Context: an optimization exercise on an open-source flow, tuned for small area. The choices shown serve that exercise and are no tape-out recipe. In this exercise RTL edits were held to simulation tests only and were not proved equivalent to the original. The clock input has no modelled driver; a real chip could not lean on it and would need a root buffer or a full tree.

==> flow/design.v (excerpt) <==
module adc_verilog(CLK_IN, RST, SPI_MISO, AD_CONV, SPI_SCK, SPI_SS_B, AMP_CS,
	SF_CE0, FPGA_INIT_B, DAC_CS, SPI_MOSI, AMP_SHDN, DATA);
	input CLK_IN;
	input RST;
	input SPI_MISO;
	output AD_CONV;
	output SPI_SCK;
	output SPI_SS_B;
	output AMP_CS;
	output SF_CE0;
	output FPGA_INIT_B;
	output DAC_CS;
	output SPI_MOSI;
	output AMP_SHDN;
	output [13:0] DATA;
	wire n5;
	wire n6;
	wire n8;
	wire n10;
	wire n11;
	wire n12;
	wire n13;
	wire n14;
	wire n15;
	wire n16;
	wire n17;
	wire n18;
	wire n19;
	wire n20;
	wire n21;
	wire n22;
	wire n23;
	wire n24;
	wire n25;
	wire n26;
	wire n27;
	wire n28;
	wire n29;
	wire n30;
	wire n31;
	wire n32;
	wire n33;
	wire n34;
	wire n35;
	wire n36;
	wire n37;
	wire n38;
	wire n39;
	wire n40;
	wire n41;
	wire n42;
	wire n43;
	wire n44;
	wire n45;
	wire n46;
	wire n47;
	wire n48;
	wire n49;
	wire n50;
	wire n51;
	wire n52;
	wire n53;
	wire n54;
	wire n55;
	wire n56;
	wire n57;
	wire n58;
	wire n59;
	wire n60;
	wire n61;
	wire n62;
	wire n63;
	wire n64;
	wire n65;
	wire n66;
	wire n67;
	wire n68;
	wire n69;
	wire n70;
	wire n71;
	wire n72;
	wire n73;
	wire n74;
	wire n75;
	wire n76;
	wire n77;
	wire n78;
	wire n79;
	wire n80;
	wire n81;
	wire n82;
	wire n83;
	wire n84;
	wire n85;
	wire n86;
	wire n87;
	wire n88;
	wire n89;
	wire n90;
	wire n91;
	wire n92;
	wire n93;
	wire n94;
	wire n95;
	wire n96;
	wire n97;
	wire n98;
	wire n99;
	wire n100;
	wire n101;
	wire n102;
	wire n103;
  ...
For scale: roughly 140 cells after synthesis, about 26 I/O pins.
==> flow/config.mk <==
export PLATFORM = sky130hd
export DESIGN_NAME = adc_verilog
export DESIGN_NICKNAME = adc_verilog
export VERILOG_FILES = /design/flow/design.v
export SDC_FILE = /design/flow/constraint.sdc
export NUM_CORES = 4
export LEC_CHECK = 0
export CAP_MARGIN = 20
export CORE_AREA = 2 2 59 59
export DIE_AREA = 0 0 61 61
export SLEW_MARGIN = 20
export SYNTH_HIERARCHICAL = 1
==> flow/constraint.sdc <==
create_clock -name core_clock -period 10.0 [get_ports {CLK_IN}]
set_input_delay 2.0000 -clock core_clock [delete_from_list [all_inputs] [get_ports {CLK_IN}]]
set_output_delay 2.0000 -clock core_clock [all_outputs]
set_load 0.01 [all_outputs]
standard.sh (not shown) runs the stock make flow with config.mk's settings and CLKGATE_MAP_FILE= SYNTH_SCRIPT=/design/flow/synth_recipe.tcl, a recipe that flattens the netlist after the stock synthesis.
==> flow/flow/run.sh <==
#!/bin/bash
# Standard ORFS layout (the standard.sh) with:
#  - the smallest buffer on every port,
#  - combinational cells downsized and tie cells merged after floorplan
#    (flow/downsize.tcl; the design has slack to spare),
#  - CTS's tree replaced by one level of clock buffers (flow/clock.tcl),
#  - tie cells left as synthesis made them.
# ORFS writes each step's full log under orfs/logs; make's output goes to flow.log.
set -euo pipefail
HERE=$(pwd)
export BUFFER_PORTS_ARGS="-buffer_cell sky130_fd_sc_hd__buf_1"
export POST_FLOORPLAN_TCL="$HERE/flow/downsize.tcl"
export POST_CTS_TCL="$HERE/flow/clock.tcl"
export CTS_ARGS="-sink_clustering_enable -repair_clock_nets -dont_use_dummy_load -buf_list sky130_fd_sc_hd__clkbuf_4 -root_buf sky130_fd_sc_hd__clkbuf_4 -sink_clustering_size 40 -sink_clustering_max_diameter 200"
export SKIP_REPAIR_TIE_FANOUT=1
bash standard.sh > "$HERE/flow.log" 2>&1
Other scripts of this flow, unchanged in this note and not shown: flow/flow/clock.tcl, flow/flow/downsize.tcl
The baseline ran to the end with no violations.
Then changed:
Settings changed: CORE_AREA 2 2 59 59 to default, CORE_MARGIN from default to 2, CORE_UTILIZATION from default to 60, DIE_AREA 0 0 61 61 to default.
The new run finished clean.
Die area went down by 21%.
Sequential share of layout area went up by 0.67 points.
Utilization went up by 12 points.
Then changed:
Settings changed: CORE_AREA from default to 2 2 59 59, CORE_MARGIN 2 to default, CORE_UTILIZATION 60 to default, DIE_AREA from default to 0 0 61 61, PLACE_DENSITY from default to 0.85.
=> The new run finished with timing, DRC and antenna clean; worst setup slack got worse by 0.043 ns; utilization shrinks by 12 points; routed wire length grows by 0.73%; hold slack stays flat; register-to-register slack got worse by 0.04 ns; die area grows by 27%; sequential share of layout area shrinks by 0.67 points.
No run of this note takes its clock network from TritonCTS; it comes from the design's own scripts or RTL.

-- re-timing with driven ports --
The results above use ideal ports. As a check the final layouts listed here were re-extracted and re-timed, cells and wires unchanged. Step 1: set_driving_cell puts a clkbuf_16 on CLK_IN and a buf_2 on each other input, an assumption about the parent block. Step 2 adds t to the input delays and takes it off the output delays; t is the mean of the earliest and latest rising clock arrival at the registers after step 1. Input paths then give back, and output paths get back, about the clock's delay inside the block. Three values: no drivers, after step 1, after step 2; two values: the first two.
run | t (ns) | setup slack, ns | worst setup path after step 2
the first run | 0.194 | 6.706 / 6.673 / 6.591 | input to register
the second run | 0.197 | 6.773 / 6.772 / 6.653 | input to register
the third run | 0.192 | 6.729 / 6.729 / 6.658 | input to register
After both steps setup and hold are still met in every run listed. The setup slack of the second run, which loses most, moves by -0.001 ns with the drivers and by -0.120 ns with both steps.
